From an optimization exercise on the open Yosys and OpenROAD flow, aimed at small area and a short achievable clock period; shortcuts taken in it are not production practice. At most, simulation tests tie the RTL to the original design; equivalence was not proved. No functional check of the RTL was part of runs 1 to 6. Power figures rest on the tool's default switching activity, not on a simulated workload.

**design/flow/config.mk**
```make
export PLATFORM = sky130hd
export DESIGN_NAME = ALU_TOP
export DESIGN_NICKNAME = ALU_TOP
export VERILOG_FILES = /design/flow/design.v
export SDC_FILE = /design/flow/constraint.sdc
export NUM_CORES = 4
export LEC_CHECK = 0
export CAP_MARGIN = 20
export CORE_MARGIN = 2
export CORE_UTILIZATION = 40
export SLEW_MARGIN = 20
```
**design/flow/constraint.sdc**
```tcl
create_clock -name core_clock -period 38.0 [get_ports {CLK}]
set_input_delay 7.6000 -clock core_clock [delete_from_list [all_inputs] [get_ports {CLK}]]
set_output_delay 7.6000 -clock core_clock [all_outputs]
set_load 0.01 [all_outputs]
```
**design/flow/design.v**
```verilog
module SUBW #(
  parameter W = 8
  ) (
  input  wire [W-1:0] x,
  input  wire [W-1:0] y,
  output wire [W-1:0] d,
  output wire         bo
  );
  wire [W-1:0] G [0:5];
  wire [W-1:0] P [0:5];
  assign G[0] = ~x & y;
  assign P[0] = ~x | y;
  genvar l, j;
  generate
    for (l = 0; l < 5; l = l + 1) begin : g_lvl
      for (j = 0; j < W; j = j + 1) begin : g_bit
        if (j >= (1 << l)) begin : g_c
          assign G[l+1][j] = G[l][j] | (P[l][j] & G[l][j - (1 << l)]);
          assign P[l+1][j] = P[l][j] & P[l][j - (1 << l)];
        end else begin : g_p
          assign G[l+1][j] = G[l][j];
          assign P[l+1][j] = P[l][j];
        end
      end
    end
  endgenerate
  wire [W:0] c = {G[5], 1'b0};
  wire [W-1:0] yc = y ^ c[W-1:0];
  assign d  = x ^ yc;
  assign bo = c[W];
endmodule
module DIV_R4 #(
  parameter FIRST = 0,
  parameter LAST = 15
  ) (
  input  wire [15:0] a,
  input  wire [15:0] b,
  input  wire [17:0] b3,      
  input  wire [15:0] r_in,
  output wire [15:0] q,
  output wire [15:0] r_out
  );
  wire [16:0] b2 = {b, 1'b0};
  wire [18:0] hi1, hi2, hi3;
  assign hi1[18] = 1'b0;
  assign hi2[18] = 1'b0;
  assign hi3[18] = 1'b0;
  genvar w;
  generate
    for (w = 17; w >= 0; w = w - 1) begin : g_hi
      assign hi1[w] = hi1[w + 1] | ((w < 16) ? b[w < 16 ? w : 0] : 1'b0);
      assign hi2[w] = hi2[w + 1] | ((w < 17) ? b2[w < 17 ? w : 0] : 1'b0);
      assign hi3[w] = hi3[w + 1] | b3[w];
    end
  endgenerate
  wire [15:0] r [FIRST:LAST + 2];
  assign r[FIRST] = r_in;
  genvar s;
  generate
    for (s = FIRST; s <= LAST; s = s + 2) begin : g_step
      localparam W = s + 2;
      wire [W-1:0] x;
      if (s == 0) begin : g_x0
        assign x = a[15:14];
      end else begin : g_xn
        assign x = {r[s][s-1:0], a[15-s], a[14-s]};
      end
      wire [W-1:0] d1, d2, d3;
      wire bo1, bo2, bo3;
      SUBW #(.W(W)) U_s1 (.x(x), .y(b [W-1:0]), .d(d1), .bo(bo1));
      SUBW #(.W(W)) U_s2 (.x(x), .y(b2[W-1:0]), .d(d2), .bo(bo2));
      SUBW #(.W(W)) U_s3 (.x(x), .y(b3[W-1:0]), .d(d3), .bo(bo3));
      wire ge1 = ~bo1 & ~hi1[W];
      wire ge2 = ~bo2 & ~hi2[W];
      wire ge3 = ~bo3 & ~hi3[W];
      assign q[15-s] = ge2;
      assign q[14-s] = ge3 | (ge1 & ~ge2);
      wire [W-1:0] rn = ge3 ? d3 : ge2 ? d2 : ge1 ? d1 : x;
      if (W >= 16) begin : g_last
        assign r[s+2] = rn[15:0];
      end else begin : g_mid
        assign r[s+2] = {{(16-W){1'b0}}, rn};
      end
    end
  endgenerate
  assign r_out = r[LAST + 1];
  genvar u;
  generate
    for (u = 0; u < 16; u = u + 1) begin : g_q
      if (u > 15 - FIRST || u < 15 - LAST) begin : g_z
        assign q[u] = 1'b0;
      end
    end
  endgenerate
endmodule
module ALU_TOP #(
  parameter DATA_WIDTH = 16
  ) (
  input wire [DATA_WIDTH - 1 : 0] A,
  input wire [DATA_WIDTH - 1 : 0] B,
  input wire [3:0] ALU_FUN,
  input wire CLK,
  output wire [DATA_WIDTH - 1 : 0] Arith_OUT,
  output wire Carry_OUT,
  output wire Arith_Flag,
  output wire [DATA_WIDTH - 1 : 0] Logic_OUT,
  output wire Logic_Flag,
  output wire [DATA_WIDTH - 1 : 0] Shift_OUT,
  output wire Shift_Flag,
  output wire [DATA_WIDTH - 1 : 0] CMP_OUT,
  output wire CMP_Flag
  );
  localparam K = 8;    
  wire [15:0] q_pre;
  wire [15:0] r_pre;
  wire [17:0] b3_pre = {2'b00, B} + {1'b0, B, 1'b0};
  DIV_R4 #(.FIRST(0), .LAST(K - 1)) U_div_pre (
    .a(A), .b(B), .b3(b3_pre), .r_in(16'd0), .q(q_pre), .r_out(r_pre)
  );
  reg [15:0] a_q, b_q;
  reg [3:0]  fun_q;
  reg [K-1:0] qh_q;
  reg [K-1:0] r_q;
  reg [17:0] b3_q;
  always @(posedge CLK) begin
    a_q   <= A;
    b_q   <= B;
    fun_q <= ALU_FUN;
    qh_q  <= q_pre[15:16-K];
    r_q   <= r_pre[K-1:0];
    b3_q  <= b3_pre;
  end
  wire [15:0] q_post;
  wire [15:0] r_post;
  DIV_R4 #(.FIRST(K), .LAST(15)) U_div_post (
    .a(a_q), .b(b_q), .b3(b3_q), .r_in({{(16-K){1'b0}}, r_q}), .q(q_post), .r_out(r_post)
  );
  wire [15:0] quot = {qh_q, q_post[15-K:0]};
  wire [16:0] sum  = {1'b0, a_q} + {1'b0, b_q};
  wire [16:0] dif  = {1'b0, a_q} - {1'b0, b_q};
  wire [16:0] prod = a_q * b_q;
  wire sel_arith = (fun_q[3:2] == 2'b00);
  wire sel_logic = (fun_q[3:2] == 2'b01);
  wire sel_cmp   = (fun_q[3:2] == 2'b10);
  wire sel_shift = (fun_q[3:2] == 2'b11);
  reg [16:0] arith;
  always @(*) begin
    case (fun_q[1:0])
      2'b00: arith = sum;
      2'b01: arith = dif;
      2'b10: arith = prod;
      default: arith = {1'b0, quot};
    endcase
  end
  assign {Carry_OUT, Arith_OUT} = sel_arith ? arith : 17'd0;
  assign Arith_Flag = sel_arith;
  reg [15:0] logic_r;
  always @(*) begin
    case (fun_q[1:0])
      2'b00: logic_r = a_q & b_q;
      2'b01: logic_r = a_q | b_q;
      2'b10: logic_r = ~(a_q & b_q);
      default: logic_r = ~(a_q | b_q);
    endcase
  end
  assign Logic_OUT  = sel_logic ? logic_r : 16'd0;
  assign Logic_Flag = sel_logic;
  reg [1:0] cmp_r;
  always @(*) begin
    case (fun_q[1:0])
      2'b00: cmp_r = 2'd0;
      2'b01: cmp_r = (a_q == b_q) ? 2'd1 : 2'd0;
      2'b10: cmp_r = (a_q > b_q) ? 2'd2 : 2'd0;
      default: cmp_r = (a_q < b_q) ? 2'd3 : 2'd0;
    endcase
  end
  assign CMP_OUT  = sel_cmp ? {14'd0, cmp_r} : 16'd0;
  assign CMP_Flag = sel_cmp;
  reg [15:0] shift_r;
  always @(*) begin
    case (fun_q[1:0])
      2'b00: shift_r = a_q >> 1;
      2'b01: shift_r = a_q << 1;
      2'b10: shift_r = b_q >> 1;
      default: shift_r = b_q << 1;
    endcase
  end
  assign Shift_OUT  = sel_shift ? shift_r : 16'd0;
  assign Shift_Flag = sel_shift;
endmodule
```
**design/flow/flow/run.sh**
```bash
#!/bin/bash
# The standard layout, with the resizer's setup repair aimed well below the
# clock period (the SDC is unchanged; only how hard repair_timing works).
set -euo pipefail
MARGIN=${MARGIN:-22}
bash standard.sh SETUP_SLACK_MARGIN=$MARGIN finish > standard_make.log 2>&1
```
**design/flow/standard.sh**
```bash
#!/bin/bash
# synth_recipe.tcl (not shown) runs the flow's synth.tcl, then flattens the netlist and writes it again
# the make line also repeats each setting of config.mk as NAME=value (left out here)
make -C /OpenROAD-flow-scripts/flow DESIGN_CONFIG=/design/flow/config.mk WORK_HOME=/design/flow/orfs CLKGATE_MAP_FILE= SYNTH_SCRIPT=/design/flow/synth_recipe.tcl "${@:-finish}"
```
==> qor.yml, run 1 <==
cts_root_buf: "clkbuf_16"
port_buffers: 91
cts_hold_buf: 0
end_kind: "primary output"
wire_per_inst_um: 23.6
synth_common_cells: "nor2_1, inv_1, nand2_1"
nets: 3176
multi_input_area_sq_um: 18600
grt-ovfl-total: 0
antenna_left: 0
vias: 22200
regArea_sq_um: 1410
antenna_found_initial: 1
synthToLayoutAreaGrowth_pct: 25.5
fin_ws_ps: 21550
synth_cells: 2722
rsz0062_at_grt: "yes"
drt_iter0_markers: 2325
drc_errors: 0
drtPass1Iterations: 7
setup_viol: 0
grt_pass1_vias: 21300
tightest_slew_ps: 1030
crit_slowest_cell: "a311oi_2"
cts_max_level: 3
path_class: "flop to primary output"
clk_pin_slew_ps: 70
die_h_um: 228
row_count: 81
final-hold-violation-count: 0
grt_usage_pct: 30.4
die_w_um: 228
hold_path.class: "input port to flop"
powerDensity_nw_per_um2: 39.1
critPathMostFrequentCell: "buf_4"
start_util_pct: 40.7
core_sq_um: 49200
cts_sinks: 69
critPathLaunchType: "flop"
fmax_mhz: 60.8
grt_pass1_wl_mm: 124
worst-path-max-fanout: 9
synth.top_cell.area_share_pct: 11.6
gp_congestion: 1.00
relSlewSlack_pct: 30.5
required_ps: 30400
grt_max_degree: 70
worstPathArrival_ps: 8850
synthFlopType: "dfxtp_1"
slew_violations: 0
fillers: 4679
synth.avg_cell_area_sq_um: 7.35
drive_gt1_share_pct: 20.8
synth_edf_count: 0
yosys.area.top_type: "fa_1"
clk_path_buf_depth: 2
drv_cap: 0
status: "finished clean"
max_stage_delay_ps: 430
yosysMostFrequentCell: "nor2_1"
synthDistinctLibCells: 109
post-place-ws_ps: 19380
routed_wl_mm: 83.7
cts_made_buffers: 9
yosys_warnings: 11
dp_hpwl_mm: 59.2
syn_area_sq_um: 20000
yosysSeqAreaShare_pct: 6.90
pin_count: 106
ys_ff_latch: 69
p_leak_nw: 10.3
fin_crit_ps: 16450
die_area_sq_um: 51900
synthTopCellsByArea: "fa_1, ha_1, xnor2_1"
finalCritPeriodShare_pct: 43.3
ir_worst_vdd_uv: 38.6
via_per_inst: 6.25
synthArstFlopShare_pct: 0
diodes: 0
setup_tns_ps: 0
cts_tree: "done"
-- layout make-up --
type                       count  area share, %
tap                          664           3.31
sequential                    69           5.63
clock buffer                  11          0.966
inverter                     253           3.91
multi-input combinational   2231           74.1
clock inverter                 5          0.239
timing repair buffer         321           11.8
-- logic make-up (layout without fill, tap and decap cells) --
logic type,Yosys count,after routing,synth area share (%)
other cells,1,14,0.0187
fa+ha+maj,343,343,24.8
simple gates,881,881,20.9
xor+xnor,206,206,9.01
compound gates,731,732,25.9
flops,69,69,6.90
buf+inv,436,590,8.79
mux,55,55,3.73
-- critical path: cells and delay by family (launching register included) --
family / cells / cell delay [ps]
buf+inv: 7 / 1220
compound gates: 21 / 4920
flops: 1 / 350
fa+ha+maj: 3 / 920
xor+xnor: 1 / 240
mux: 1 / 240
simple gates: 4 / 550
-- metal layers --
metal	global-route usage (%)	share of wire [%]	wire length, um	vias to the layer above
met5	0	0	0	-
met4	16.1	5.5	4630	0
met3	5.56	9.3	7800	262
met2	48.7	45	37800	1245
met1	38.8	40	33400	10700
li1	-	-	-	9953
-- what timing repair did --
action / in CTS / in global routing
setup endpoints to repair: 14 / 11
hold endpoints to repair: 0 / 0
pin swaps: 93 / 87
gates resized for setup: 259 / 157
cloned: 4 / 5
buffers inserted: 110 / 60
-- final timing paths --
path              slack (ps)  cells after the start           end     from
setup / recovery       21550                     37  Arith_OUT[0]  b3_q[0]
hold / removal          7500                      1       b_q[10]    B[10]
-- flip-flops by register name (all words and copies together), names as in the netlist --
name	cells
b3_q	18
fun_q	4
r_q	8
a_q	16
b_q	15
qh_q	8
-- where the power goes --
group          total [W]  internal [W]  leakage (nW)  switching (W)
sequential     0.0000980     0.0000788         0.581      0.0000192
clock          0.0000930     0.0000527         0.146      0.0000403
combinational   0.000791      0.000341          9.59       0.000450
total           0.000982      0.000472          10.3       0.000510
-- cell usage in the layout (no fill, tap or decap), types with 26 or more instances in the layout --
master           netlist  routed
a21oi_1              161     144
nand2_1              226     218
xor2_1                34      27
a21o_1                36      35
maj3_2                12      26
nor2b_1               51      45
inv_1                242     236
maj3_1                77      63
mux2i_1               33      26
clkdlybuf4s50_1        0      80
o211ai_1              39      39
nand3_1               56      53
buf_4                 19     192
dfxtp_1               69      55
ha_1                 138     133
fa_1                 116     112
xnor2_1              172     162
o21ai_0              114     105
nor2_1               295     283
nand2b_1              35      34
nor3_1                49      40
-- stage by stage --
| step | power (W) | hold slack, ps | area (sq um) | util (%) | std cells |
|---|---|---|---|---|---|
| floorplan | 0.000595 | 7630 | 20100 | - | 2735 |
| global placement | 0.000770 | 8050 | 21400 | 43.6 | 3359 |
| detailed placement | 0.000784 | 8050 | 21400 | 43.6 | 3359 |
| CTS | 0.000942 | 7620 | 23900 | 48.6 | 3489 |
| global route | 0.00105 | 7520 | 25100 | 51.1 | 3554 |
| finish | 0.000982 | 7500 | 25100 | 51.1 | 3554 |
==> run 2: changes to the inputs <==
==> design/flow/run.sh (new file) <==
#!/bin/bash
# synth_recipe.tcl (not shown) runs the flow's synth.tcl, then flattens the netlist and writes it again
# the make line also repeats each setting of config.mk as NAME=value (left out here)
make -C /OpenROAD-flow-scripts/flow DESIGN_CONFIG=/design/flow/config.mk WORK_HOME=/design/flow/orfs CLKGATE_MAP_FILE= SYNTH_SCRIPT=/design/flow/synth_recipe.tcl finish
removed: design/flow/flow/run.sh
removed: design/flow/standard.sh
==> qor.yml, run 2 <==
fillers: 4997
synth_common_cells: "nor2_1, inv_1, nand2_1"
synthFlopType: "dfxtp_1"
largest_reg_flops: 18
ir_worst_vdd_uv: 43.4
setup_viol: 0
end_kind: "primary output"
routed_wl_mm: 77.8
wire_per_inst_um: 23.1
gp_congestion: 0.997
nets: 2994
synth_edf_count: 0
drtPass1Iterations: 6
worst-path-max-fanout: 17
synth.avg_cell_area_sq_um: 7.35
die_w_um: 228
fmax_mhz: 51.6
yosysSeqAreaShare_pct: 6.90
crit_slowest_cell: "xor2_1"
final_util_pct: 44.1
finalCritPeriodShare_pct: 51.0
cts_root_buf: "clkbuf_16"
layout_common_cells: "nor2_1, inv_1, nand2_1"
layout_commonest_cell: "nor2_1"
grt_pass1_vias: 19900
placed_cell_area_sq_um: 21400
tightest_slew_ps: 1110
drv_cap: 0
yosys.area.top_type: "fa_1"
grt-ovfl-total: 0
cts_hold_buf: 0
synthDistinctLibCells: 109
drive_gt1_share_pct: 6.43
yosys_warnings: 11
top_regs: "b3_q x18, a_q x16, b_q x15"
ys_ff_latch: 69
die_area_sq_um: 51900
dp_hpwl_mm: 59.3
p_leak_nw: 8.88
hold_depth: 1
yosysMostFrequentCell: "nor2_1"
hold_ws_ps: 7650
fin_area_sq_um: 21700
clk_path_buf_depth: 2
pin_count: 106
cts_resized: 0
syn_area_sq_um: 20000
setup_tns_ps: 0
port_buffers: 91
regArea_sq_um: 1390
grt_max_degree: 45
vias: 20900
critPathTopFamily: "compound AO/OA/AOI/OAI gates"
status: "finished clean"
fin_crit_ps: 19400
synthTopCellsByArea: "fa_1, ha_1, xnor2_1"
die_h_um: 228
diodes: 0
start_util_pct: 40.7
slew_violations: 0
cts_setup_buffers: 0
hold_path.class: "input port to flop"
cts_max_level: 3
critPathLaunchType: "flop"
rsz0062_at_grt: "no"
row_count: 81
antenna_found_initial: 0
drt_iter0_markers: 2288
grt_pass1_wl_mm: 118
cp.buffers_inverters: 2
required_ps: 30400
powerDensity_nw_per_um2: 39.8
clk_pin_slew_ps: 90
multi_input_area_sq_um: 16900
core_sq_um: 49200
path_class: "flop to primary output"
worstPathArrival_ps: 11800
synth.top_cell.area_share_pct: 11.6
synthToLayoutAreaGrowth_pct: 8.24
final-hold-violation-count: 0
largest-register: "b3_q"
crit_cells: 32
via_per_inst: 6.19
grt_usage_pct: 29.0
drc_errors: 0
cts_made_buffers: 9
max_stage_delay_ps: 580
relSlewSlack_pct: 23.8
cts_tree: "done"
antenna_left: 0
cts_sinks: 69
synthArstFlopShare_pct: 0
synth_cells: 2722
==> run 2: cell counts after synthesis <==
No cell type changed its count.
==> run 2: layout make-up <==
type	count	area share [%]
clock buffers	10	1.10
repair buffers	140	5.90
well taps	664	3.83
flip-flops and latches	69	6.40
clock inverters	6	0.202
inverters	253	4.38
multi-input cells	2230	78.2
==> run 2: power by group <==
group / switching, W / internal, W / leakage [nW]
combinational: 0.000388 / 0.000286 / 8.16
sequential: 0.0000225 / 0.0000787 / 0.579
clock: 0.0000412 / 0.0000463 / 0.139
==> run 2: cells by family after synthesis <==
| family | count (synthesis) | share of synthesized area, % |
|---|---|---|
| fa+ha+maj | 343 | 24.8 |
| simple gates | 881 | 20.9 |
| compound gates | 731 | 25.9 |
| xor+xnor | 206 | 9.01 |
| other cells | 1 | 0.0187 |
| flops | 69 | 6.90 |
| mux | 55 | 3.73 |
| buf+inv | 436 | 8.79 |
==> run 2: final timing paths <==
check,startpoint,to,slack [ps]
worst max-delay path,a_q[6],Arith_OUT[0],18600
worst min-delay path,A[3],a_q[3],7650
==> run 2: routing by layer <==
metal	vias up	routed length [um]	GRT usage (%)
met2	1034	34600	46.5
met1	10100	33100	38.9
met4	0	3170	10.8
met5	-	0	0
li1	9573	-	-
met3	194	6930	5.06
==> run 2: stage by stage <==
| step | instances | power [W] | setup slack, ps |
|---|---|---|---|
| 2_1_floorplan | 2735 | 0.000593 | 21700 |
| 3_3_place_gp | 3356 | 0.000756 | 19510 |
| 3_5_place_dp | 3356 | 0.000763 | 19240 |
| 4_1_cts | 3372 | 0.000856 | 18780 |
| 5_1_grt | 3372 | 0.000935 | 18020 |
| 6_report | 3372 | 0.000862 | 18600 |
==> run 3: changes to the inputs <==
==> design/flow/flow/run.sh (new file) <==
#!/bin/bash
# The standard layout, with the resizer's setup repair aimed well below the
# clock period (the SDC is unchanged; only how hard repair_timing works).
set -euo pipefail
bash standard.sh SETUP_SLACK_MARGIN=23 finish > standard_make.log 2>&1
==> design/flow/standard.sh (new file) <==
#!/bin/bash
# synth_recipe.tcl (not shown) runs the flow's synth.tcl, then flattens the netlist and writes it again
# the make line also repeats each setting of config.mk as NAME=value (left out here)
make -C /OpenROAD-flow-scripts/flow DESIGN_CONFIG=/design/flow/config.mk WORK_HOME=/design/flow/orfs CLKGATE_MAP_FILE= SYNTH_SCRIPT=/design/flow/synth_recipe.tcl "${@:-finish}"
--- a/design/flow/config.mk
+++ b/design/flow/config.mk
@@ -7,5 +7,5 @@
 export LEC_CHECK = 0
 export CAP_MARGIN = 20
 export CORE_MARGIN = 2
-export CORE_UTILIZATION = 40
+export CORE_UTILIZATION = 60
 export SLEW_MARGIN = 20
removed: design/flow/run.sh
==> qor.yml, run 3 <==
status: "finished clean"
clk_path_buf_depth: 2
fin_crit_ps: 16380
grt_pass1_wl_mm: 123
synth.top_cell.area_share_pct: 11.6
nets: 3231
drt_iter0_markers: 3303
relSlewSlack_pct: 31.5
largest-register: "b3_q"
grt_usage_pct: 44.6
gp_congestion: 0.987
p_int_w: 0.000488
cts_made_buffers: 9
synthArstFlopShare_pct: 0
start_util_pct: 61.2
fillers: 2267
drv_cap: 0
hold_path.class: "input port to flop"
grt_max_degree: 51
hold_path.startpoint: "B[11]"
largest_reg_flops: 18
port_buffers: 91
worstPathArrival_ps: 8780
synthFlopType: "dfxtp_1"
final_util_pct: 78.9
cts_root_buf: "clkbuf_16"
switching_share_pct: 51.9
instances_no_fill: 3387
top_regs: "b3_q x18, a_q x16, b_q x15"
end_kind: "primary output"
p_seq_share_pct: 10.3
grt_pass1_vias: 22000
finalCritPeriodShare_pct: 43.1
routed.top_layer: "met4"
rsz0062_at_grt: "yes"
synth.avg_cell_area_sq_um: 7.35
final-hold-violation-count: 0
ys_ff_latch: 69
synthTopCellsByArea: "fa_1, ha_1, xnor2_1"
required_ps: 30400
slew_violations: 0
synthDistinctLibCells: 109
syn_area_sq_um: 20000
yosys.area.top_type: "fa_1"
drc_errors: 0
wl_met3_mm: 10.1
synth_edf_count: 0
fin_ws_ps: 21620
die_w_um: 187
setup_tns_ps: 0
wire_per_inst_um: 24.7
max_stage_delay_ps: 610
die_area_sq_um: 34800
vias: 23500
placed_cell_area_sq_um: 21400
row_count: 66
dr_wl_met2_mm: 36.6
drtPass1Iterations: 7
min_delay_worst_endpoint: "b_q[11]"
cts_max_level: 3
die_h_um: 187
diodes: 0
antenna_left: 0
antenna_found_initial: 0
yosysSeqAreaShare_pct: 6.90
tightest_slew_ps: 1020
powerDensity_nw_per_um2: 39.4
crit_slowest_cell: "or4b_4"
synth_common_cells: "nor2_1, inv_1, nand2_1"
routed_wl_mm: 83.7
p_leak_nw: 10.7
critPathLaunchType: "flop"
grt-ovfl-total: 0
post-place-ws_ps: 19990
cts_hold_buf: 0
via_per_inst: 6.94
fin_area_sq_um: 25800
comb_power_share_pct: 79.9
ir_worst_vdd_uv: 52.1
path_class: "flop to primary output"
setup_viol: 0
clkPwrFrac_pct: 9.7
placedCellCount: 3129
hold_depth: 1
synth_cells: 2722
p_switching_w: 0.000527
core_sq_um: 32700
worst-path-max-fanout: 7
layout_common_cells: "nor2_1, buf_4, inv_1"
yosysMostFrequentCell: "nor2_1"
layout_commonest_cell: "nor2_1"
yosys_warnings: 11
dp_hpwl_mm: 54.9
drive_gt1_share_pct: 24.5
pin_count: 106
clk_pin_slew_ps: 90
fmax_mhz: 61.0
cts_sinks: 69
met1Wirelength_mm: 30.5
synthToLayoutAreaGrowth_pct: 28.8
cts_tree: "done"
-- run 3: cell counts after synthesis --
No cell type changed its count.
-- run 3: worst max-delay path: cells and delay by family (launching register included) --
family / cells / cell delay (ps)
compound gates: 20 / 4430
xor+xnor: 1 / 210
fa+ha+maj: 5 / 1590
buf+inv: 5 / 630
flops: 1 / 400
mux: 1 / 240
simple gates: 3 / 860
-- run 3: timing repair --
item                                    4_1_cts  5_1_grt
gates resized for setup                     351      147
endpoints found under the setup margin       17       16
setup buffers                               178       54
pin swaps                                   157       94
cloned                                        8        2
-- run 3: layer usage --
layer  GRT usage (%)  up-vias
li1                -    10100
met1            57.6    11100
met2            70.0     1902
met3            8.01      481
met4            25.7        0
met5           0.412        -
-- run 3: final cells by class --
class | instances | area, sq um | area share (%)
multi-input cells | 2231 | 19000 | 73.6
repair buffers | 376 | 3480 | 13.5
inverters | 253 | 1020 | 3.94
flip-flops and latches | 69 | 1430 | 5.56
clock buffers | 10 | 250 | 0.970
well taps | 442 | 553 | 2.14
clock inverters | 6 | 76.3 | 0.296
-- run 3: how the worst max path moves through the flow --
| stage | startpoint | end | slack [ps] | depth (start not counted) |
|---|---|---|---|---|
| 3_3_place_gp | a_q[7] | Arith_OUT[0] | 20270 | 31 |
| 3_5_place_dp | a_q[7] | Arith_OUT[0] | 19990 | 31 |
| 4_1_cts | a_q[6] | Arith_OUT[0] | 21880 | 35 |
| 2_1_floorplan | a_q[7] | Arith_OUT[0] | 22520 | 32 |
| 6_report | a_q[6] | Arith_OUT[0] | 21620 | 35 |
| 5_1_grt | a_q[6] | Arith_OUT[0] | 21430 | 36 |
-- run 3: through the flow --
| step | hold WS, ps | total power [W] |
|---|---|---|
| after floorplan | 7630 | 0.000602 |
| after global placement | 8040 | 0.000761 |
| after detailed placement | 8040 | 0.000777 |
| after CTS | 7620 | 0.000945 |
| after global routing | 7470 | 0.00108 |
| final | 7480 | 0.00102 |
-- run 3: kinds of logic (layout without fill, tap and decap cells) --
kind of cell | Yosys count | count (layout) | share of synthesized area [%]
compound gates | 731 | 732 | 25.9
xor+xnor | 206 | 206 | 9.01
fa+ha+maj | 343 | 343 | 24.8
buf+inv | 436 | 645 | 8.79
flops | 69 | 69 | 6.90
mux | 55 | 55 | 3.73
other cells | 1 | 14 | 0.0187
simple gates | 881 | 881 | 20.9
-- run 3: power by group through the flow --
stage	Clock (W)	Sequential [W]	Combinational [W]
after detailed placement	0	0.000103	0.000674
after global placement	0	0.000103	0.000659
after global routing	0.000101	0.000105	0.000869
final	0.0000990	0.000105	0.000812
after floorplan	0	0.0000849	0.000517
after CTS	0.0000990	0.000102	0.000745
==> run 4: changes to the inputs <==
==> design/flow/flow/run.sh (replaced) <==
#!/bin/bash
# The standard layout, with the resizer's setup repair aimed well below the
# clock period (the SDC is unchanged; only how hard repair_timing works).
set -euo pipefail
bash standard.sh SETUP_SLACK_MARGIN=22 finish > standard_make.log 2>&1
--- a/design/flow/config.mk
+++ b/design/flow/config.mk
@@ -9,3 +9,4 @@
 export CORE_MARGIN = 2
 export CORE_UTILIZATION = 60
 export SLEW_MARGIN = 20
+export TNS_END_PERCENT = 0
==> qor.yml, run 4 <==
grt-ovfl-total: 0
cts_hold_buf: 0
synth.avg_cell_area_sq_um: 7.35
p_leak_nw: 9.82
synthFlopType: "dfxtp_1"
layout_commonest_cell: "nor2_1"
hold_depth: 1
start_util_pct: 61.2
comb_power_share_pct: 81.2
core_sq_um: 32700
synth_common_cells: "nor2_1, inv_1, nand2_1"
synthDistinctLibCells: 109
cts_tree: "done"
end_kind: "primary output"
hold_path.class: "input port to flop"
synthToLayoutAreaGrowth_pct: 18.8
p_seq_share_pct: 10.2
final-hold-violation-count: 0
fin_crit_ps: 16550
grt_pass1_wl_mm: 120
setup_viol: 0
min_delay_worst_endpoint: "fun_q[1]"
drv_cap: 0
die_w_um: 187
layout_common_cells: "nor2_1, inv_1, nand2_1"
drtPass1Iterations: 6
p_switching_w: 0.000496
routed_wl_mm: 77.7
yosysSeqAreaShare_pct: 6.90
drt_iter0_markers: 2871
switching_share_pct: 52.0
drive_gt1_share_pct: 17.2
p_int_w: 0.000457
yosys.area.top_type: "fa_1"
rsz0062_at_grt: "yes"
setup_tns_ps: 0
largest_reg_flops: 18
powerDensity_nw_per_um2: 40.1
vias: 22300
path_class: "flop to primary output"
finalCritPeriodShare_pct: 43.6
relSlewSlack_pct: 34.7
nets: 3126
gp_congestion: 1.03
grt_pass1_vias: 21500
synthTopCellsByArea: "fa_1, ha_1, xnor2_1"
slew_violations: 0
grt_usage_pct: 43.3
syn_area_sq_um: 20000
worstPathArrival_ps: 8950
synth_cells: 2722
cts_max_level: 3
drc_errors: 0
tightest_slew_ps: 972
worst-path-max-fanout: 6
via_per_inst: 6.80
die_h_um: 187
clkPwrFrac_pct: 8.6
dp_hpwl_mm: 55.2
antenna_left: 0
required_ps: 30400
cts_sinks: 69
ys_ff_latch: 69
grt_max_degree: 70
max_stage_delay_ps: 470
crit_slowest_cell: "o211ai_1"
fmax_mhz: 60.4
largest-register: "b3_q"
hold_path.startpoint: "ALU_FUN[1]"
synth.top_cell.area_share_pct: 11.6
cts_root_buf: "clkbuf_16"
yosysMostFrequentCell: "nor2_1"
pin_count: 106
synthArstFlopShare_pct: 0
cts_made_buffers: 9
status: "finished clean"
row_count: 66
die_area_sq_um: 34800
synth_edf_count: 0
clk_path_buf_depth: 2
wire_per_inst_um: 23.7
port_buffers: 91
critPathLaunchType: "flop"
final_util_pct: 72.7
top_regs: "b3_q x18, a_q x16, b_q x15"
antenna_found_initial: 3
ir_worst_vdd_uv: 50.8
yosys_warnings: 11
clk_pin_slew_ps: 60
run 4: timing repair:
action	in CTS	in global routing
endpoints found under the hold margin	0	0
cloned	2	0
pin swaps	100	16
setup endpoints to repair	14	13
setup buffers	121	10
gates resized for setup	249	42
run 4: worst max path at each step:
stage,start,end,cells past startpoint
2_1_floorplan,a_q[6],Arith_OUT[0],33
5_1_grt,a_q[6],Arith_OUT[0],36
4_1_cts,a_q[6],Arith_OUT[0],35
3_5_place_dp,b3_q[0],Arith_OUT[0],31
3_3_place_gp,a_q[7],Arith_OUT[0],31
6_report,a_q[6],Arith_OUT[0],35
run 4: through the flow:
step	std cells	setup WS, ps	hold slack, ps	total power, W	instance area, sq um
detailed placement	3133	19530	8050	0.000768	21100
global placement	3133	19840	8040	0.000758	21100
global route	3281	21240	7670	0.00102	23800
CTS	3271	21900	7660	0.000917	23500
finish	3282	21450	7670	0.000953	23800
floorplan	2735	22000	7630	0.000595	20100
run 4: final cells by class:
class | instances | area (sq um)
multi-input combinational | 2231 | 18200
fill | 2651 | 8910
timing repair buffer | 271 | 2380
sequential | 69 | 1410
inverter | 253 | 983
tap | 442 | 553
clock buffer | 11 | 243
clock inverter | 4 | 25.0
antenna | 1 | 2.50
run 4: layer usage:
metal | vias to the layer above | wire length, um | track usage (%)
li1 | 9842 | - | -
met1 | 10400 | 29100 | 54.0
met2 | 1661 | 33700 | 67.5
met3 | 372 | 9430 | 10.6
met4 | 2 | 5430 | 26.7
met5 | - | 13 | 0
run 4: power groups by stage:
stage                     logic [W]  registers, W  clock network (W)
after floorplan            0.000510     0.0000849                  0
after global placement     0.000662     0.0000965                  0
after detailed placement   0.000672     0.0000968                  0
after CTS                  0.000739     0.0000951          0.0000824
after global routing       0.000840     0.0000975          0.0000856
final                      0.000774     0.0000969          0.0000821
run 4: worst max-delay path, delay by kind of cell, from the launching register on:
kind / cells / cell delay (ps)
adder cells (fa/ha/maj): 4 / 1290
XOR/XNOR: 1 / 240
multiplexers: 1 / 290
flip-flops: 1 / 370
AO/OA/AOI/OAI: 19 / 4540
buffers and inverters: 6 / 920
AND/OR/NAND/NOR: 4 / 880
run 4: kinds of logic after synthesis:
logic type | share of synthesized area (%)
flip-flops | 6.90
XOR/XNOR | 9.01
buffers and inverters | 8.79
adder cells (fa/ha/maj) | 24.8
other | 0.0187
AO/OA/AOI/OAI | 25.9
AND/OR/NAND/NOR | 20.9
multiplexers | 3.73
==> run 5: changes to the inputs <==
--- a/design/flow/design.v
+++ b/design/flow/design.v
@@ -1,37 +1,51 @@
 module SUBW #(
-  parameter W = 8
+  parameter W = 8,
+  parameter PREFIX = 0       
   ) (
   input  wire [W-1:0] x,
   input  wire [W-1:0] y,
   output wire [W-1:0] d,
   output wire         bo
   );
-  wire [W-1:0] G [0:5];
-  wire [W-1:0] P [0:5];
+  localparam L = (W <= 1) ? 1 : $clog2(W);
+  wire [W-1:0] G [0:2*L];
+  wire [W-1:0] P [0:2*L];
   assign G[0] = ~x & y;
   assign P[0] = ~x | y;
   genvar l, j;
   generate
-    for (l = 0; l < 5; l = l + 1) begin : g_lvl
-      for (j = 0; j < W; j = j + 1) begin : g_bit
-        if (j >= (1 << l)) begin : g_c
-          assign G[l+1][j] = G[l][j] | (P[l][j] & G[l][j - (1 << l)]);
-          assign P[l+1][j] = P[l][j] & P[l][j - (1 << l)];
-        end else begin : g_p
-          assign G[l+1][j] = G[l][j];
-          assign P[l+1][j] = P[l][j];
+    if (PREFIX == 3) begin : g_op
+      assign {bo, d} = {1'b0, x} - {1'b0, y};
+    end else begin : g_pf
+      for (l = 0; l < 2 * L; l = l + 1) begin : g_lvl
+        for (j = 0; j < W; j = j + 1) begin : g_bit
+          localparam integer K =
+            (PREFIX == 0) ? ((l < L && j >= (1 << l)) ? j - (1 << l) : -1) :
+            (PREFIX == 1) ? ((l < L && ((j >> l) & 1)) ? ((j >> l) << l) - 1 : -1) :
+            (l < L) ? (((j + 1) % (2 << l) == 0) ? j - (1 << l) : -1) :
+            (l < 2 * L - 1) ?
+              (((j + 1) % (2 << (2 * L - 2 - l)) == (1 << (2 * L - 2 - l)) &&
+                j >= (2 << (2 * L - 2 - l))) ? j - (1 << (2 * L - 2 - l)) : -1) : -1;
+          if (K >= 0) begin : g_c
+            assign G[l+1][j] = G[l][j] | (P[l][j] & G[l][K]);
+            assign P[l+1][j] = P[l][j] & P[l][K];
+          end else begin : g_p
+            assign G[l+1][j] = G[l][j];
+            assign P[l+1][j] = P[l][j];
+          end
         end
       end
-    end
-  endgenerate
-  wire [W:0] c = {G[5], 1'b0};
-  wire [W-1:0] yc = y ^ c[W-1:0];
-  assign d  = x ^ yc;
-  assign bo = c[W];
+      wire [W:0] c = {G[2*L], 1'b0};
+      wire [W-1:0] yc = y ^ c[W-1:0];
+      assign d  = x ^ yc;
+      assign bo = c[W];
+    end
+  endgenerate
 endmodule
 module DIV_R4 #(
   parameter FIRST = 0,
-  parameter LAST = 15
+  parameter LAST = 15,
+  parameter PREFIX = 2
   ) (
   input  wire [15:0] a,
   input  wire [15:0] b,
@@ -67,9 +81,9 @@
       end
       wire [W-1:0] d1, d2, d3;
       wire bo1, bo2, bo3;
-      SUBW #(.W(W)) U_s1 (.x(x), .y(b [W-1:0]), .d(d1), .bo(bo1));
-      SUBW #(.W(W)) U_s2 (.x(x), .y(b2[W-1:0]), .d(d2), .bo(bo2));
-      SUBW #(.W(W)) U_s3 (.x(x), .y(b3[W-1:0]), .d(d3), .bo(bo3));
+      SUBW #(.W(W), .PREFIX(PREFIX)) U_s1 (.x(x), .y(b [W-1:0]), .d(d1), .bo(bo1));
+      SUBW #(.W(W), .PREFIX(PREFIX)) U_s2 (.x(x), .y(b2[W-1:0]), .d(d2), .bo(bo2));
+      SUBW #(.W(W), .PREFIX(PREFIX)) U_s3 (.x(x), .y(b3[W-1:0]), .d(d3), .bo(bo3));
       wire ge1 = ~bo1 & ~hi1[W];
       wire ge2 = ~bo2 & ~hi2[W];
       wire ge3 = ~bo3 & ~hi3[W];
==> design/flow/flow/run.sh (replaced) <==
#!/bin/bash
# The standard layout with two changes to how it is made (the SDC, clock
# period and constraints are unchanged):
#  - synthesis leaves adders to ABC instead of mapping them to full/half-adder
#    cells first (ADDER_MAP_FILE empty skips extract_fa); registers are the
#    same as in the standard synthesis;
#  - the resizer's setup repair aims at a slack well above zero, so it keeps
#    sizing the critical path after the 38 ns clock is met.
set -euo pipefail
MARGIN=22
bash standard.sh ADDER_MAP_FILE= SETUP_SLACK_MARGIN=$MARGIN finish > standard_make.log 2>&1
==> qor.yml, run 5 <==
grt_max_degree: 68
drc_errors: 0
slew_violations: 0
grt_pass1_vias: 21400
drt_iter0_markers: 3564
required_ps: 30400
busiest_layer: "met2"
status: "finished clean"
grt-ovfl-total: 0
fin_crit_ps: 16850
critPathMostFrequentCell: "buf_4"
crit_slowest_cell: "dfxtp_1"
clk_pin_slew_ps: 70
synthDistinctLibCells: 115
cts_made_buffers: 9
fin_area_sq_um: 22700
setup_tns_ps: 0
yosys_warnings: 11
placedCellCount: 3072
die_w_um: 180
worstPathArrival_ps: 9250
vias: 23100
wire_per_inst_um: 24.2
instances_no_fill: 3252
finalCritPeriodShare_pct: 44.4
fillers: 2389
gp_congestion: 0.997
yosys.area.top_type: "xnor2_1"
synthToLayoutAreaGrowth_pct: 22.4
drive_gt1_share_pct: 18.4
clk_path_buf_depth: 2
synth.avg_cell_area_sq_um: 6.74
largest_reg_flops: 18
comb_power_share_pct: 78.6
core_sq_um: 30500
use_met2_pct: 71.1
synth_edf_count: 0
drv_cap: 0
rsz0062_at_grt: "yes"
tightest_slew_ps: 1000
synthFlopType: "dfxtp_1"
max_stage_delay_ps: 720
grt_usage_pct: 44.8
die_area_sq_um: 32300
switching_share_pct: 50.6
syn_area_sq_um: 18500
routed_wl_mm: 78.8
layout_common_cells: "nand2_1, xnor2_1, nor2_1"
p_leak_nw: 8.12
cts_tree: "done"
antenna_left: 0
start_util_pct: 60.8
layout_commonest_cell: "nand2_1"
cts_root_buf: "clkbuf_16"
end_kind: "primary output"
placed_cell_area_sq_um: 19400
final-hold-violation-count: 0
via_per_inst: 7.10
cts_sinks: 69
relSlewSlack_pct: 33.3
hold_path.class: "input port to flop"
synth_common_cells: "xnor2_1, nand2_1, nor2_1"
yosysSeqAreaShare_pct: 7.45
final_util_pct: 74.4
synth.top_cell.area_share_pct: 16.7
dp_hpwl_mm: 50.6
fin_ws_ps: 21150
synthArstFlopShare_pct: 0
fmax_mhz: 59.3
powerDensity_nw_per_um2: 39.8
ys_ff_latch: 69
setup_viol: 0
nets: 2885
pin_count: 106
top_regs: "b3_q x18, a_q x16, b_q x15"
worst-path-max-fanout: 8
row_count: 64
p_int_w: 0.000446
port_buffers: 91
yosysMostFrequentCell: "xnor2_1"
use_met1_pct: 52.3
post-place-ws_ps: 18780
p_switching_w: 0.000458
clkPwrFrac_pct: 10.9
critPathLaunchType: "flop"
cts_max_level: 3
drtPass1Iterations: 9
use_met3_pct: 12.7
ir_worst_vdd_uv: 47.4
synth_cells: 2751
die_h_um: 180
p_seq_share_pct: 10.5
largest-register: "b3_q"
antenna_found_initial: 2
synthTopCellsByArea: "xnor2_1, dfxtp_1, maj3_1"
grt_pass1_wl_mm: 117
path_class: "flop to primary output"
==> run 5: changes by cell type after synthesis, sizes merged, moves of 16 or more <==
cell,before,now
mux2i,33,17
nand2,226,352
fa,116,0
ha,138,0
o21ai,128,190
xor2,34,94
nor2,295,252
inv,245,111
xnor2,172,357
clkbuf,119,142
maj3,89,146
==> run 5: cells by family (layout without fill, tap and decap cells) <==
logic type | after synthesis | after routing | share of synthesized area, %
AOI/OAI and AO/OA | 752 | 753 | 28.4
xor gates and xnor gates | 451 | 451 | 21.6
adders and majority gates | 146 | 146 | 7.95
buffers and inverters | 338 | 422 | 7.53
DFF | 69 | 69 | 7.45
muxes | 36 | 36 | 2.99
other | 1 | 17 | 0.0202
and+or+nand+nor | 958 | 962 | 24.0
==> run 5: power groups by stage <==
stage / clock network [W] / registers (W) / logic [W]
floorplan: 0 / 0.0000823 / 0.000499
global placement: 0 / 0.0000944 / 0.000603
detailed placement: 0 / 0.0000945 / 0.000618
CTS: 0.0000985 / 0.0000935 / 0.000671
global route: 0.000101 / 0.0000953 / 0.000763
finish: 0.0000984 / 0.0000951 / 0.000711
==> run 5: repair_timing <==
item,4_1_cts,5_1_grt
endpoints found under the setup margin,14,14
gates cloned,13,1
pin swaps,78,52
setup buffers,103,44
resized for setup,241,90
hold buffers,0,0
endpoints found under the hold margin,0,0
==> run 5: area by class of cell <==
cell class                      instances  area, sq um  area share, %
Antenna cell                            3         7.51         0.0331
Clock buffer                           10          239           1.05
Clock inverter                          6         93.8          0.413
Inverter                              119          479           2.11
Multi-Input combinational cell       2362        17100           75.5
Sequential cell                        69         1430           6.32
Tap cell                              396          495           2.18
Timing Repair Buffer                  287         2810           12.4
==> run 5: through the flow <==
step | hold slack (ps) | total power (W)
4_1_cts | 7660 | 0.000863
2_1_floorplan | 7630 | 0.000581
6_report | 7660 | 0.000904
3_3_place_gp | 8050 | 0.000697
3_5_place_dp | 8050 | 0.000713
5_1_grt | 7670 | 0.000959
==> run 5: worst paths after layout <==
check,slack (ps),depth (start not counted),end,start
min,7660,1,fun_q[3],ALU_FUN[3]
max,21150,35,Arith_OUT[0],b3_q[4]
==> run 5: per-layer routing <==
metal	part of all wire, %	up-vias	wire length, um
met5	0	-	0
met4	8.3	0	6520
met3	14	623	10700
met2	43	1863	34000
met1	35	10600	27500
li1	-	9974	-
==> run 5: worst max-delay path, delay by kind of cell (launching register included) <==
family,cells,cell delay [ps]
and+or+nand+nor,10,1860
DFF,1,720
adders and majority gates,1,360
buffers and inverters,8,1540
AOI/OAI and AO/OA,16,4380
==> run 6: changes to the inputs <==
--- a/design/flow/flow/run.sh
+++ b/design/flow/flow/run.sh
@@ -7,5 +7,5 @@
 #  - the resizer's setup repair aims at a slack well above zero, so it keeps
 #    sizing the critical path after the 38 ns clock is met.
 set -euo pipefail
-MARGIN=22
+MARGIN=23.5
 bash standard.sh ADDER_MAP_FILE= SETUP_SLACK_MARGIN=$MARGIN finish > standard_make.log 2>&1
==> qor.yml, run 6 <==
status: "finished clean"
clk_path_buf_depth: 2
slew_violations: 0
p_leak_nw: 7.55
synth_cells: 2751
yosys.area.top_type: "xnor2_1"
cp.buffers_inverters: 2
drc_errors: 0
synth_top_family_by_area: "compound AO/OA/AOI/OAI gates"
synthAdderAreaFrac_pct: 7.95
start_util_pct: 60.8
grt_usage_pct: 43.3
cts_sinks: 69
fin_crit_ps: 16890
yosysMostFrequentCell: "xnor2_1"
grt_pass1_vias: 20900
regArea_sq_um: 1410
cts_tree: "done"
critPathTopFamily: "compound AO/OA/AOI/OAI gates"
vias: 22100
port_buffers: 91
via_per_inst: 6.93
placed_cell_area_sq_um: 19700
pin_count: 106
fin_area_sq_um: 21500
drtPass1Iterations: 8
synthTopCellsByArea: "xnor2_1, dfxtp_1, maj3_1"
worst-path-max-fanout: 18
cts_hold_buf: 0
synth.top_cell.area_share_pct: 16.7
ir_worst_vdd_uv: 51.4
required_ps: 30400
cts_made_buffers: 9
yosys_warnings: 11
layout_common_cells: "nand2_1, xnor2_1, nor2_1"
synth_compound_area_share_pct: 28.4
rsz0062_at_grt: "yes"
yosysSeqAreaShare_pct: 7.45
die_area_sq_um: 32300
finalCritPeriodShare_pct: 44.4
clk_pin_slew_ps: 70
dp_hpwl_mm: 51.1
synth_xor_xnor_area_share_pct: 21.6
synthFlopType: "dfxtp_1"
crit_slowest_cell: "or4_4"
final-hold-violation-count: 0
syn_area_sq_um: 18500
drive_gt1_share_pct: 14.4
die_h_um: 180
ys_ff_latch: 69
core_sq_um: 30500
synth_edf_count: 0
antenna_found_initial: 2
largest_reg_flops: 18
worstPathArrival_ps: 9290
routed_wl_mm: 73.7
grt_max_degree: 67
cts_max_level: 3
tightest_slew_ps: 961
crit_start: "b_q[12]"
powerDensity_nw_per_um2: 40.0
grt-ovfl-total: 0
fmax_mhz: 59.2
nets: 2816
top_regs: "b3_q x18, a_q x16, b_q x15"
synth_simple_gate_area_share_pct: 24.0
hold_path.class: "input port to flop"
wire_per_inst_um: 23.2
critPathLaunchType: "flop"
antenna_left: 0
drt_iter0_markers: 2876
row_count: 64
synthDistinctLibCells: 115
grt_pass1_wl_mm: 113
relSlewSlack_pct: 36.0
path_class: "flop to primary output"
multi_input_area_sq_um: 16800
end_kind: "primary output"
cts_root_buf: "clkbuf_16"
hold_path.startpoint: "ALU_FUN[0]"
gp_congestion: 0.985
setup_viol: 0
largest-register: "b3_q"
drv_cap: 0
critPathMostFrequentCell: "a2111o_1"
die_w_um: 180
max_stage_delay_ps: 590
layout_commonest_cell: "nand2_1"
fillers: 2644
synthMuxAreaShare_pct: 2.99
synth.avg_cell_area_sq_um: 6.74
synthToLayoutAreaGrowth_pct: 15.8
synth_common_cells: "xnor2_1, nand2_1, nor2_1"
synthArstFlopShare_pct: 0
setup_tns_ps: 0
## run 6: worst paths after layout
path | endpoint | slack [ps] | cells after the start
worst max-delay path | Arith_OUT[0] | 21110 | 30
worst min-delay path | fun_q[0] | 7660 | 1
## run 6: timing repair
action                                  CTS  global route
resized for setup                       154            33
setup buffers                            72            11
endpoints found under the setup margin   22            21
pin swaps                                56            13
gates cloned                              2             2
## run 6: final cells by class
class,count,share of cell area [%]
multi-input combinational,2359,78.2
timing repair buffer,221,9.52
sequential,69,6.55
tap,396,2.31
inverter,119,2.16
clock buffer,9,1.05
clock inverter,6,0.221
antenna,1,0.0117
## run 6: power breakdown
group	switching [W]	internal (W)	total, W
logic	0.000387	0.000292	0.000679
registers	0.0000168	0.0000779	0.0000947
clock network	0.0000407	0.0000443	0.0000850
total	0.000445	0.000414	0.000859
## run 6: metrics by stage
stage	total power (W)	worst slack (ps)	cells	utilization, %	hold slack (ps)
after floorplan	0.000589	22560	2764	-	7630
after global placement	0.000707	19360	3077	64.4	8050
after detailed placement	0.000721	19040	3077	64.4	8050
after CTS	0.000835	21490	3166	69.4	7660
after global routing	0.000915	20950	3179	70.4	7670
final	0.000859	21110	3180	70.4	7660
## run 6: cell families after synthesis
family / Yosys count
DFF: 69
xor gates and xnor gates: 451
buffers and inverters: 338
and+or+nand+nor: 958
other: 1
AOI/OAI and AO/OA: 752
adders and majority gates: 146
muxes: 36
## run 6: metal layers
metal | vias to the layer above | wire length, um | global-route usage (%)
met5 | - | 0 | 0
met4 | 0 | 5240 | 27.4
met3 | 450 | 8780 | 8.95
met2 | 1521 | 32300 | 68.7
met1 | 10300 | 27300 | 53.3
li1 | 9792 | - | -
==> run 7: changes to the inputs <==
--- a/design/flow/design.v
+++ b/design/flow/design.v
@@ -7,7 +7,7 @@
   output wire [W-1:0] d,
   output wire         bo
   );
-  localparam L = (W <= 1) ? 1 : $clog2(W);
+  localparam L = (W <= 2) ? 1 : (W <= 4) ? 2 : (W <= 8) ? 3 : (W <= 16) ? 4 : 5;
   wire [W-1:0] G [0:2*L];
   wire [W-1:0] P [0:2*L];
   assign G[0] = ~x & y;
==> qor.yml, run 7 <==
largest-register: "b3_q"
ir_worst_vdd_uv: 51.4
critPathTopFamily: "compound AO/OA/AOI/OAI gates"
path_class: "flop to primary output"
finalPower_w: 0.000859
p_leak_nw: 7.55
p_switching_w: 0.000445
crit_slowest_cell: "or4_4"
powerDensity_nw_per_um2: 40.0
final-hold-violation-count: 0
cts_root_buf: "clkbuf_16"
wire_per_inst_um: 23.2
fin_area_sq_um: 21500
status: "finished clean"
max_stage_delay_ps: 590
grt_pass1_wl_mm: 113
grt-ovfl-total: 0
cts_tree: "done"
drive_gt1_share_pct: 14.4
critPathMostFrequentCell: "a2111o_1"
rsz0062_at_grt: "yes"
fmax_mhz: 59.2
row_count: 64
vias: 22100
pin_count: 106
relSlewSlack_pct: 36.0
gp_congestion: 0.985
yosysSeqAreaShare_pct: 7.45
synth_cells: 2751
via_per_inst: 6.93
synth.avg_cell_area_sq_um: 6.74
ys_ff_latch: 69
syn_area_sq_um: 18500
required_ps: 30400
finalCritPeriodShare_pct: 44.4
drtPass1Iterations: 8
die_w_um: 180
top_regs: "b3_q x18, a_q x16, b_q x15"
switching_share_pct: 51.8
clk_pin_slew_ps: 70
layout_commonest_cell: "nand2_1"
hold_path.class: "input port to flop"
antenna_left: 0
yosys_warnings: 11
end_kind: "primary output"
p_int_w: 0.000414
synthTopCellsByArea: "xnor2_1, dfxtp_1, maj3_1"
p_seq_share_pct: 11.0
critPathLaunchType: "flop"
start_util_pct: 60.8
port_buffers: 91
synthArstFlopShare_pct: 0
layout_common_cells: "nand2_1, xnor2_1, nor2_1"
drt_iter0_markers: 2876
synth.top_cell.area_share_pct: 16.7
synth_edf_count: 0
synth_common_cells: "xnor2_1, nand2_1, nor2_1"
largest_reg_flops: 18
placed_cell_area_sq_um: 19700
die_area_sq_um: 32300
tightest_slew_ps: 961
grt_usage_pct: 43.3
synthDistinctLibCells: 115
cts_sinks: 69
fin_crit_ps: 16890
drc_errors: 0
drv_cap: 0
dp_hpwl_mm: 51.1
cts_made_buffers: 9
cts_hold_buf: 0
multi_input_area_sq_um: 16800
regArea_sq_um: 1410
routed_wl_mm: 73.7
yosys.area.top_type: "xnor2_1"
comb_power_share_pct: 79.1
cts_max_level: 3
antenna_found_initial: 2
grt_pass1_vias: 20900
core_sq_um: 30500
nets: 2816
grt_max_degree: 67
instances_no_fill: 3180
synthToLayoutAreaGrowth_pct: 15.8
fillers: 2644
worstPathArrival_ps: 9290
placedCellCount: 3077
clk_path_buf_depth: 2
setup_tns_ps: 0
setup_viol: 0
worst-path-max-fanout: 18
die_h_um: 180
yosysMostFrequentCell: "xnor2_1"
cp.buffers_inverters: 2
clkPwrFrac_pct: 9.9
slew_violations: 0
synthFlopType: "dfxtp_1"
-- run 7: repair_timing --
action / CTS / global route
setup buffers: 72 / 11
cloned: 2 / 2
pin swaps: 56 / 13
hold endpoints to repair: 0 / 0
gates resized for setup: 154 / 33
endpoints found under the setup margin: 22 / 21
-- run 7: worst paths after layout --
| path | from | to | slack, ps | depth (start not counted) |
|---|---|---|---|---|
| max | b_q[12] | Arith_OUT[0] | 21110 | 30 |
| min | ALU_FUN[0] | fun_q[0] | 7660 | 1 |
-- run 7: layout make-up --
class | count | area share (%)
multi-input cells | 2359 | 78.2
repair buffers | 221 | 9.52
flip-flops and latches | 69 | 6.55
well taps | 396 | 2.31
inverters | 119 | 2.16
clock buffers | 9 | 1.05
clock inverters | 6 | 0.221
diodes | 1 | 0.0117
-- run 7: power groups by stage --
stage	registers, W	logic (W)	clock network, W
after global placement	0.0000933	0.000614	0
after detailed placement	0.0000935	0.000627	0
after global routing	0.0000948	0.000733	0.0000877
final	0.0000947	0.000679	0.0000850
after CTS	0.0000923	0.000658	0.0000847
after floorplan	0.0000823	0.000507	0
-- run 7: routing by layer --
layer | GRT usage (%) | wire, um
met5 | 0 | 0
met4 | 27.4 | 5240
met3 | 8.95 | 8780
met2 | 68.7 | 32300
met1 | 53.3 | 27300
-- run 7: kinds of logic after synthesis --
| logic type | synth area share, % |
|---|---|
| other | 0.0202 |
| AOI/OAI and AO/OA | 28.4 |
| DFF | 7.45 |
| adders and majority gates | 7.95 |
| muxes | 2.99 |
| buffers and inverters | 7.53 |
| and+or+nand+nor | 24.0 |
| xor gates and xnor gates | 21.6 |
-- run 7: metrics by stage --
| stage | hold slack (ps) | setup WS (ps) | util, % |
|---|---|---|---|
| final | 7660 | 21110 | 70.4 |
| after global routing | 7670 | 20950 | 70.4 |
| after global placement | 8050 | 19360 | 64.4 |
| after CTS | 7660 | 21490 | 69.4 |
| after floorplan | 7630 | 22560 | - |
| after detailed placement | 8050 | 19040 | 64.4 |
==> run 8: changes to the inputs <==
--- a/design/flow/design.v
+++ b/design/flow/design.v
@@ -45,7 +45,8 @@
 module DIV_R4 #(
   parameter FIRST = 0,
   parameter LAST = 15,
-  parameter PREFIX = 2
+  parameter PREFIX = 2,
+  parameter HI3_FROM_B = 0    
   ) (
   input  wire [15:0] a,
   input  wire [15:0] b,
@@ -64,7 +65,11 @@
     for (w = 17; w >= 0; w = w - 1) begin : g_hi
       assign hi1[w] = hi1[w + 1] | ((w < 16) ? b[w < 16 ? w : 0] : 1'b0);
       assign hi2[w] = hi2[w + 1] | ((w < 17) ? b2[w < 17 ? w : 0] : 1'b0);
-      assign hi3[w] = hi3[w + 1] | b3[w];
+      if (HI3_FROM_B) begin : g_cmp
+        assign hi3[w] = ({16'd0, b} >= (((32'd1 << w) + 32'd2) / 32'd3));
+      end else begin : g_or
+        assign hi3[w] = hi3[w + 1] | b3[w];
+      end
     end
   endgenerate
   wire [15:0] r [FIRST:LAST + 2];
@@ -128,7 +133,7 @@
   wire [15:0] q_pre;
   wire [15:0] r_pre;
   wire [17:0] b3_pre = {2'b00, B} + {1'b0, B, 1'b0};
-  DIV_R4 #(.FIRST(0), .LAST(K - 1)) U_div_pre (
+  DIV_R4 #(.FIRST(0), .LAST(K - 1), .HI3_FROM_B(1)) U_div_pre (
     .a(A), .b(B), .b3(b3_pre), .r_in(16'd0), .q(q_pre), .r_out(r_pre)
   );
   reg [15:0] a_q, b_q;
==> qor.yml, run 8 <==
status: "finished clean"
setup_viol: 0
p_int_w: 0.000429
drive_gt1_share_pct: 18.7
synthDistinctLibCells: 132
post-place-ws_ps: 20420
drv_cap: 0
switching_share_pct: 55.1
die_w_um: 179
placedCellCount: 2951
synth_cells: 2627
die_h_um: 179
critPathMostFrequentCell: "buf_4"
antenna_found_initial: 2
cts_max_level: 3
relSlewSlack_pct: 34.9
layout_commonest_cell: "nand2_1"
hold_path.class: "input port to flop"
required_ps: 30400
cts_root_buf: "clkbuf_16"
nets: 2769
grt_max_degree: 71
cts_hold_buf: 0
path_class: "flop to primary output"
dr_wl_met2_mm: 31.5
synthToLayoutAreaGrowth_pct: 20.7
slew_violations: 0
rsz0062_at_grt: "yes"
dp_hpwl_mm: 49.2
drtPass1Iterations: 8
met1Wirelength_mm: 27.2
hold_path.startpoint: "ALU_FUN[0]"
p_leak_nw: 7.87
yosys.area.top_type: "xnor2_1"
crit_slowest_cell: "or4bb_4"
comb_power_share_pct: 80.4
clkPwrFrac_pct: 10.0
largest_reg_flops: 18
vias: 21700
hold_depth: 1
cts_made_buffers: 9
gp_congestion: 1.02
drc_errors: 0
drt_iter0_markers: 2761
max_stage_delay_ps: 510
synth.avg_cell_area_sq_um: 6.98
critPathLaunchType: "flop"
syn_area_sq_um: 18300
min_delay_worst_endpoint: "fun_q[0]"
instances_no_fill: 3127
synthTopCellsByArea: "xnor2_1, maj3_1, dfxtp_1"
finalCritPeriodShare_pct: 42.6
die_area_sq_um: 32000
antenna_left: 0
fin_crit_ps: 16200
yosys_warnings: 11
p_switching_w: 0.000527
ys_ff_latch: 69
diodes: 0
hold_ws_ps: 7650
fmax_mhz: 61.7
cts_tree: "done"
end_kind: "primary output"
row_count: 63
final_util_pct: 74.1
synth.top_cell.area_share_pct: 15.6
start_util_pct: 61.4
worstPathArrival_ps: 8600
ir_worst_vdd_uv: 97.4
routed_wl_mm: 74.9
synthArstFlopShare_pct: 0
yosysMostFrequentCell: "nand2_1"
largest-register: "b3_q"
via_per_inst: 6.93
fin_ws_ps: 21800
tightest_slew_ps: 970
routed.top_layer: "met5"
wl_met3_mm: 10.4
cts_sinks: 69
grt_usage_pct: 45.2
p_seq_share_pct: 9.6
synth_edf_count: 0
top_regs: "b3_q x18, a_q x16, b_q x15"
grt_pass1_vias: 20200
port_buffers: 91
synthFlopType: "dfxtp_1"
worst-path-max-fanout: 12
synth_common_cells: "nand2_1, xnor2_1, nor2_1"
grt-ovfl-total: 0
pin_count: 106
layout_common_cells: "nand2_1, xnor2_1, nor2_1"
core_sq_um: 29900
yosysSeqAreaShare_pct: 7.54
grt_pass1_wl_mm: 112
wire_per_inst_um: 24.0
clk_pin_slew_ps: 80
powerDensity_nw_per_um2: 43.2
clk_path_buf_depth: 2
setup_tns_ps: 0
final-hold-violation-count: 0
==> run 8: changes by cell type in the layout (fill, tap and decap cells not counted), moves of 11 or more <==
cell,delta
maj3_1,+23
o21ai_0,-29
xor2_1,+36
buf_4,+46
nand3_1,-13
nor2_1,-37
xnor2_1,-26
nor3_1,-11
inv_1,-30
==> run 8: timing repair <==
action	CTS	global route
cloned	15	3
setup buffers	126	16
hold endpoints to repair	0	0
resized for setup	231	42
endpoints found under the setup margin	22	23
pin swaps	97	25
==> run 8: routing by layer <==
| metal | GRT usage, % | vias to the layer above |
|---|---|---|
| li1 | - | 9511 |
| met1 | 54.4 | 10100 |
| met2 | 67.5 | 1636 |
| met3 | 14.5 | 423 |
| met4 | 32.6 | 4 |
| met5 | 0 | - |
==> run 8: layout make-up <==
cell class / count / area (sq um)
clock buffer: 10 / 239
clock inverter: 6 / 70.1
fill: 2326 / 7750
inverter: 94 / 383
multi-input combinational: 2272 / 16700
sequential: 69 / 1430
tap: 390 / 488
timing repair buffer: 286 / 2790
==> run 8: worst max-delay path by stage <==
stage	startpoint	end	slack (ps)	cells after the start
6_report	b3_q[0]	Arith_OUT[0]	21800	33
3_5_place_dp	b_q[1]	Arith_OUT[0]	20420	30
4_1_cts	b_q[12]	Arith_OUT[0]	22230	32
3_3_place_gp	b_q[1]	Arith_OUT[1]	20580	30
2_1_floorplan	r_q[2]	Arith_OUT[0]	23300	30
5_1_grt	b3_q[0]	Arith_OUT[0]	21620	36
==> run 8: logic make-up after synthesis <==
logic type                 share of synthesized area (%)
xor gates and xnor gates                            22.2
and+or+nand+nor                                     22.7
adders and majority gates                           9.18
DFF                                                 7.54
muxes                                               3.06
other                                             0.0205
AOI/OAI and AO/OA                                   27.9
buffers and inverters                               7.40
==> run 8: critical path, delay by kind of cell (launching register included) <==
kind                     cells  cell delay (ps)
AO/OA/AOI/OAI               17             4140
XOR/XNOR                     1              330
adder cells (fa/ha/maj)      2              660
buffers and inverters        7             1180
flip-flops                   1              430
multiplexers                 1              360
AND/OR/NAND/NOR              5             1110
==> run 8: power groups by stage <==
stage / logic (W) / clock network (W) / registers (W)
finish: 0.000768 / 0.0000952 / 0.0000922
detailed placement: 0.000643 / 0 / 0.0000926
global placement: 0.000634 / 0 / 0.0000924
global route: 0.000813 / 0.0000975 / 0.0000925
floorplan: 0.000479 / 0 / 0.0000820
CTS: 0.000700 / 0.0000945 / 0.0000908
==> run 8: metrics by stage <==
| step | power (W) | area [sq um] |
|---|---|---|
| after floorplan | 0.000561 | 18500 |
| final | 0.000956 | 22100 |
| after global placement | 0.000726 | 19200 |
| after CTS | 0.000885 | 21800 |
| after global routing | 0.00100 | 22100 |
| after detailed placement | 0.000736 | 19200 |
==> run 9: changes to the inputs <==
==> design/flow/flow/run.sh (replaced) <==
#!/bin/bash
# The standard layout with three changes to how it is made (the SDC, clock
# period and constraints are unchanged):
#  - synthesis leaves adders to ABC instead of mapping them to full/half-adder
#    cells first (ADDER_MAP_FILE empty skips extract_fa); registers are the
#    same as in the standard synthesis;
#  - every input and output port still gets a buffer, but a plain buf_2
#    rather than the delay buffer buffer_ports picks by default;
#  - the resizer's setup repair aims at a slack well above zero, so it keeps
#    sizing the critical path after the 38 ns clock is met.
# standard.sh's make output goes to standard_make.log; each ORFS step writes
# its own log under orfs/logs.
set -euo pipefail
MARGIN=23.5
bash standard.sh ADDER_MAP_FILE= SETUP_SLACK_MARGIN=$MARGIN \
  "BUFFER_PORTS_ARGS=-buffer_cell sky130_fd_sc_hd__buf_2" finish > standard_make.log 2>&1
==> qor.yml, run 9 <==
grt_max_degree: 72
die_area_sq_um: 32000
synth_cells: 2627
cts_made_buffers: 9
synth.avg_cell_area_sq_um: 6.98
die_w_um: 179
p_switching_w: 0.000512
p_int_w: 0.000427
start_util_pct: 61.4
routed_wl_mm: 73.9
critical_path.endpoint: "Arith_OUT[0]"
powerDensity_nw_per_um2: 42.6
synthTopCellsByArea: "xnor2_1, maj3_1, dfxtp_1"
antenna_found_initial: 1
required_ps: 30400
syn_area_sq_um: 18300
synthToLayoutAreaGrowth_pct: 20.3
clkPwrFrac_pct: 10.0
comb_power_share_pct: 80.1
top_regs: "b3_q x18, a_q x16, b_q x15"
clk_path_buf_depth: 2
worstPathArrival_ps: 8440
fin_crit_ps: 16040
vias: 21500
placedCellCount: 2946
relSlewSlack_pct: 34.9
core_sq_um: 29900
status: "finished clean"
final_util_pct: 73.8
setup_viol: 0
wire_per_inst_um: 23.6
ys_ff_latch: 69
setup_tns_ps: 0
finalCritPeriodShare_pct: 42.2
synth_edf_count: 0
cts_tree: "done"
largest-register: "b3_q"
slew_violations: 0
max_stage_delay_ps: 510
pin_count: 106
drc_errors: 0
nets: 2773
synthArstFlopShare_pct: 0
port_buffers: 91
worst-path-max-fanout: 12
die_h_um: 179
synth_common_cells: "nand2_1, xnor2_1, nor2_1"
drtPass1Iterations: 9
critPathLaunchType: "flop"
drt_iter0_markers: 2786
cts_max_level: 3
grt_usage_pct: 44.6
path_class: "flop to primary output"
fmax_mhz: 62.3
synth.top_cell.area_share_pct: 15.6
end_kind: "primary output"
largest_reg_flops: 18
p_seq_share_pct: 9.9
drive_gt1_share_pct: 22.8
grt_pass1_wl_mm: 111
ir_worst_vdd_uv: 67.6
hold_path.class: "input port to flop"
p_leak_nw: 8.08
crit_slowest_cell: "or4_4"
yosys_warnings: 11
instances_no_fill: 3133
final-hold-violation-count: 0
layout_common_cells: "nand2_1, xnor2_1, nor2_1"
via_per_inst: 6.86
cts_sinks: 69
crit_start: "b3_q[0]"
dp_hpwl_mm: 48.6
switching_share_pct: 54.6
layout_commonest_cell: "nand2_1"
antenna_left: 0
tightest_slew_ps: 969
gp_congestion: 1.02
rsz0062_at_grt: "yes"
grt_pass1_vias: 19900
clk_pin_slew_ps: 90
yosysMostFrequentCell: "nand2_1"
yosys.area.top_type: "xnor2_1"
row_count: 63
synthDistinctLibCells: 132
synthFlopType: "dfxtp_1"
grt-ovfl-total: 0
drv_cap: 0
yosysSeqAreaShare_pct: 7.54
cts_root_buf: "clkbuf_16"
## run 9: changes by cell type in the layout (fill, tap and decap cells not counted), moves of 4 or more
cell / delta
buf_2: +88
clkdlybuf4s50_1: -87
a211oi_1: -6
buf_6: +6
maj3_1: -6
maj3_2: +6
a211oi_2: +5
buf_12: +4
o21ai_2: +4
## run 9: worst min path at each step
stage	from	depth (start not counted)	slack, ps	endpoint
3_3_place_gp	A[5]	1	7700	a_q[5]
3_5_place_dp	A[1]	1	7700	a_q[1]
5_1_grt	ALU_FUN[1]	1	7320	fun_q[1]
4_1_cts	ALU_FUN[1]	1	7310	fun_q[1]
6_report	ALU_FUN[1]	1	7310	fun_q[1]
2_1_floorplan	A[0]	0	7630	a_q[0]
## run 9: metal layers
| metal | track usage (%) | up-vias | routed length, um |
|---|---|---|---|
| met2 | 68.2 | 1492 | 31700 |
| met4 | 28.8 | 0 | 5150 |
| met3 | 12.0 | 395 | 9400 |
| met1 | 55.0 | 10100 | 27600 |
| li1 | - | 9512 | - |
| met5 | 0 | - | 0 |
## run 9: cells by family (layout without fill, tap and decap cells)
| family | after synthesis | in the layout | share of synthesized area [%] |
|---|---|---|---|
| flops | 69 | 69 | 7.54 |
| mux | 38 | 38 | 3.06 |
| compound gates | 702 | 707 | 27.9 |
| xor+xnor | 460 | 460 | 22.2 |
| fa+ha+maj | 167 | 167 | 9.18 |
| buf+inv | 306 | 402 | 7.40 |
| other cells | 1 | 16 | 0.0205 |
| simple gates | 884 | 884 | 22.7 |
## run 9: layout make-up
cell class,count,area [sq um]
Multi-Input combinational cell,2270,16900
Fill cell,2385,7830
Timing Repair Buffer,292,2500
Sequential cell,69,1430
Tap cell,390,488
Inverter,94,379
Clock buffer,9,225
Clock inverter,7,82.6
Antenna cell,2,5.00
## run 9: power by group through the flow
stage           clock, W  sequential, W  combinational [W]
3_3_place_gp           0      0.0000923           0.000630
2_1_floorplan          0      0.0000820           0.000479
3_5_place_dp           0      0.0000925           0.000638
6_report       0.0000939      0.0000928           0.000752
4_1_cts        0.0000937      0.0000916           0.000697
5_1_grt        0.0000960      0.0000933           0.000792
## run 9: through the flow
| step | setup slack [ps] | instance area (sq um) | hold slack (ps) | power [W] |
|---|---|---|---|---|
| after global routing | 21750 | 22000 | 7320 | 0.000981 |
| after CTS | 22240 | 21400 | 7310 | 0.000882 |
| final | 21960 | 22000 | 7310 | 0.000939 |
| after floorplan | 23300 | 18500 | 7630 | 0.000561 |
| after detailed placement | 20800 | 18700 | 7700 | 0.000731 |
| after global placement | 20960 | 18700 | 7700 | 0.000722 |
## run 9: critical path, delay by kind of cell, from the launching register on
kind / cells / cell delay [ps]
AOI/OAI and AO/OA: 18 / 4220
and+or+nand+nor: 8 / 2150
buffers and inverters: 4 / 680
DFF: 1 / 380
adders and majority gates: 1 / 380
xor gates and xnor gates: 1 / 240
## run 9: timing repair
action / CTS / global route
resized for setup: 228 / 81
gates cloned: 15 / 1
pin swaps: 102 / 64
setup endpoints to repair: 19 / 22
setup buffers: 117 / 36
hold buffers: 0 / 0

Re-timed with assumed drivers on the ports (clkbuf_16 on the clock, buf_2 on other inputs), run 9 has 21.906 ns of setup slack against 21.958 ns with ideal ports, and 21.925 ns once port delays also move by the mid clock arrival of 0.425 ns.
